Background: an optimization exercise with open tools, aiming at small area and a short achievable clock period. Do not read the settings as production practice. Function was checked by simulation only, so behaviour that the tests miss may differ from the original. No activity file was given, so power comes from the tool's default toggle rates.

Setup of run A:
Design sort2in1, start of the top module:
module sort2in1
#(parameter W = 12)
(
    input clk,
    input synrst,
    input DataEn,
    input [W-1:0] DataIn,
    output [W-1:0] DataMax,
    output reg [W+4-1:0] DataSumOut
);
    reg  [W-1:0] Pend;
    reg          PendVld;
    reg  [W-1:0] Max;
    reg  [W-1:0] Rn [0:15];
    wire [W-1:0] R  [0:16];
    assign R[16] = {W{1'b0}};
    always @(posedge clk) begin
        Pend    <= DataIn;
        PendVld <= DataEn & ~synrst;
    end
    wire max_ge;
    s2i_ge #(.W(W)) u_max_ge (.a(DataIn), .bn(~Max), .ge(max_ge));
    always @(posedge clk)
        if (synrst)
            Max <= {W{1'b0}};
        else if (DataEn && max_ge)
            Max <= DataIn;
    assign DataMax = Max;
    wire [16:0] ge;
    assign ge[16] = 1'b0;
    genvar i;
    generate
        for (i = 0; i < 16; i = i + 1) begin : g_slot
            wire [W-1:0] nxt_n;
            assign R[i] = ~Rn[i];
            s2i_ge #(.W(W)) u_ge (.a(Pend), .bn(Rn[i]), .ge(ge[i]));
            wire s_up, s_in, s_hold;
            s2i_ctl u_ctl (
                .rst(synrst), .vld(PendVld), .ge_here(ge[i]), .ge_above(ge[i+1]),
                .s_up(s_up), .s_in(s_in), .s_hold(s_hold));
            s2i_sel #(.W(W)) u_sel (
                .s_up(s_up), .s_in(s_in), .s_hold(s_hold),
                .up(R[i+1]), .din(Pend), .cur(R[i]), .nxt_n(nxt_n));
            always @(posedge clk)
                Rn[i] <= nxt_n;
        end
    endgenerate
    wire [W+3:0] sum_take = DataSumOut + {4'b0, Pend} + {4'hF, Rn[0]} + 16'd1;
    always @(posedge clk)
        if (synrst)
            DataSumOut <= {(W+4){1'b0}};
        else if (PendVld && ge[0])
            DataSumOut <= sum_take;
endmodule
export LEC_CHECK = 0
export CAP_MARGIN = 20
export CORE_MARGIN = 2
export CORE_UTILIZATION = 40
export CTS_BUF_LIST = sky130_fd_sc_hd__clkbuf_4 sky130_fd_sc_hd__clkbuf_8
export SETUP_SLACK_MARGIN = 4.0
export SLEW_MARGIN = 20
export SYNTH_HIERARCHICAL = 1
create_clock -name core_clock -period 6.5 [get_ports {clk}]
run.sh (not shown) runs the stock make flow with config.mk's settings and CLKGATE_MAP_FILE= SYNTH_SCRIPT=/design/flow/synth_recipe.tcl, a recipe that flattens the netlist after the stock synthesis.
Run A closes out successfully: all stages finished, all timing, DRC and antenna checks passed.
> inputs changed (run A -> run B)
- CTS_BUF_LIST changed from sky130_fd_sc_hd__clkbuf_4 sky130_fd_sc_hd__clkbuf_8 to sky130_fd_sc_hd__clkbuf_8
- CTS_CLUSTER_DIAMETER newly set to 80
- CORE_UTILIZATION changed from 40 to 55
- CTS_CLUSTER_SIZE newly set to 16
==> flow/flow/run.sh (new file) <==
#!/bin/bash
# Standard synthesis and layout; the only change is the cell used for the port
# buffers (a plain buf_2 instead of the delay buffer buffer_ports picks).
set -euo pipefail
bash standard.sh synth > synth.log 2>&1
BUFFER_PORTS_ARGS="-buffer_cell sky130_fd_sc_hd__buf_2" bash standard.sh finish > layout.log 2>&1
==> flow/standard.sh (new file) <==
#!/bin/bash
# synth_recipe.tcl (not shown) runs the flow's synth.tcl, then flattens the netlist and writes it again
# the make line also repeats each setting of config.mk as NAME=value (left out here)
make -C /OpenROAD-flow-scripts/flow DESIGN_CONFIG=/design/flow/config.mk WORK_HOME=/design/flow/orfs CLKGATE_MAP_FILE= SYNTH_SCRIPT=/design/flow/synth_recipe.tcl "${@:-finish}"
removed: flow/run.sh
Findings:
For power, dividing the value from run A by the value from run B gives 1.2.
Relative to run A, the overall via count from detail_route of run B is lower by 516.
In summary, run B completed successfully, with a layout that passed the timing, design-rule and antenna checks.
Relative to run A, run B improves clock skew after layout.
Hold-fix buffer count after cts: run B vs run A identical
--- input diff run B..run C ---
- a change of CORE_UTILIZATION from 55 to 40
- a change of CTS_CLUSTER_SIZE from 16 to 12
- a change of CTS_CLUSTER_DIAMETER from 80 to 60
Results
- Run C falls short of run B in final hold slack.
- Run C went all the way through synthesis, placement and routing and the layout is clean on timing, DRC and antenna.
- Final cell area excluding filler cells in run C vs run B: up 3.1%
- Aggregate global-route resource usage: higher on run B
Relative to run C, the following input files were edited for run D:
- CTS_CLUSTER_SIZE now 14, was 12
- CORE_UTILIZATION now 55, was 40
- CTS_CLUSTER_DIAMETER now 70, was 60
Of run D and run C, run C shows the lower sequential share of cell area, with run D above it.
Compared with run C, run D ends up with less cell area.
Of run D and run C, run C shows the higher number of clock buffers inserted by TritonCTS, with run D below it.
Run D ends up with higher clock skew than run C does.
Edits applied to the flow inputs when going from run D to run E:
- CTS_CLUSTER_SIZE now 12, was 14
- CTS_CLUSTER_DIAMETER now 60, was 70
- SETUP_SLACK_MARGIN now 4.1, was 4.0
- CORE_UTILIZATION now 50, was 55
--- outcome ---
- Run E completed every stage of the flow, and the final layout passed the timing, design-rule and antenna checks.
- Delta (run E minus run D): total wire length after detailed routing rose by 1400 microns, post-route total power rose by about 3.6%, quantity of hold-fixing buffers added after cts stayed essentially flat, number of placed instances, taps included rose by 44, global-route usage fell by 3.3 points.
- Diff run E..run D | number of distinct library cells after synthesis | unchanged
- Run E vs run D: shortest period the worst path allows down
- Die area on run E is behind run D.
- Number of clock buffers in the layout on run E is up relative to run D.

## v11
sort2in1, a different RTL version from the one above (not shown whole).
Size: ~1,400 cells after synthesis, about 220 flip-flops, roughly 43 I/O pins.
make LEC_CHECK=0 CAP_MARGIN=20 CORE_MARGIN=2 CORE_UTILIZATION=40 SETUP_SLACK_MARGIN=2.5 SLEW_MARGIN=20 SYNTH_HIERARCHICAL=1 finish   # period 6.5 ns
Stock flow here: none of the scripts above is used.
The final layout from v11, which completed every stage, passed the timing, design-rule and antenna checks at the end of the flow.
### v11 -> v6
--- a/flow/config.mk
+++ b/flow/config.mk
@@ -10,3 +10,3 @@
 export CORE_UTILIZATION = 40
-export SETUP_SLACK_MARGIN = 2.5
+export SETUP_SLACK_MARGIN = 3.5
 export SLEW_MARGIN = 20
### Flow results
v6: all stages complete, timing, DRC and antenna checks passed
Clock group share of total power ends up lower on v6.
Post-detailed-routing wire length in v6 vs v11: up 10 mm
Measured against each other, v11 and v6 differ in total power, the higher figure coming from v6.
In the reports for v11 and v6, the smaller number of cells on the critical path belongs to v11.
[v6 vs v11] count of nets after finishing: higher in v6
Delta (v6 minus v11): met3 usage in global routing moved up; sequential cell fraction of total power down 2.4 points; final instance area went up.

## afterwards: timing with drivers on the ports
The results above use ideal ports. As a check the final layouts listed here were re-extracted and re-timed, cells and wires unchanged. Step 1: set_driving_cell puts a clkbuf_16 on clk and a buf_2 on each other input, an assumption about the parent block. Step 2, shift: input delay + t, output delay - t, t = (earliest + latest rising clock arrival at the registers) / 2. This alone moves slack from input paths to output paths. a / b / c = ideal ports / drivers / drivers and shift; a / b = the first two.
| run | t, ns | setup WS [ns] | hold slack, ns | latest minus earliest clock arrival (ns) |
|---|---|---|---|---|
| run A | 0.602 | 3.949 / 3.949 / 3.481 | 0.475 / 0.475 / 0.475 | 0.026 / 0.026 |
| run B | 0.590 | 3.886 / 3.886 / 3.461 | 0.479 / 0.479 / 0.479 | 0.019 / 0.018 |
| run C | 0.609 | 3.975 / 3.975 / 3.545 | 0.465 / 0.465 / 0.465 | 0.018 / 0.018 |
| run D | 0.583 | 3.869 / 3.869 / 3.432 | 0.478 / 0.478 / 0.478 | 0.027 / 0.027 |
| run E | 0.611 | 3.989 / 3.989 / 3.448 | 0.467 / 0.467 / 0.467 | 0.025 / 0.025 |
| v11 | 0.583 | 2.695 / 2.707 / 2.124 | 0.492 / 0.492 / 0.492 | 0.021 / 0.021 |
| v6 | 0.586 | 3.380 / 3.304 / 2.718 | 0.504 / 0.504 / 0.504 | 0.011 / 0.010 |
After both steps every run listed still meets setup and hold. For v6, which loses most, drivers alone change the setup slack by -0.076 ns; drivers and shift together by -0.662 ns.
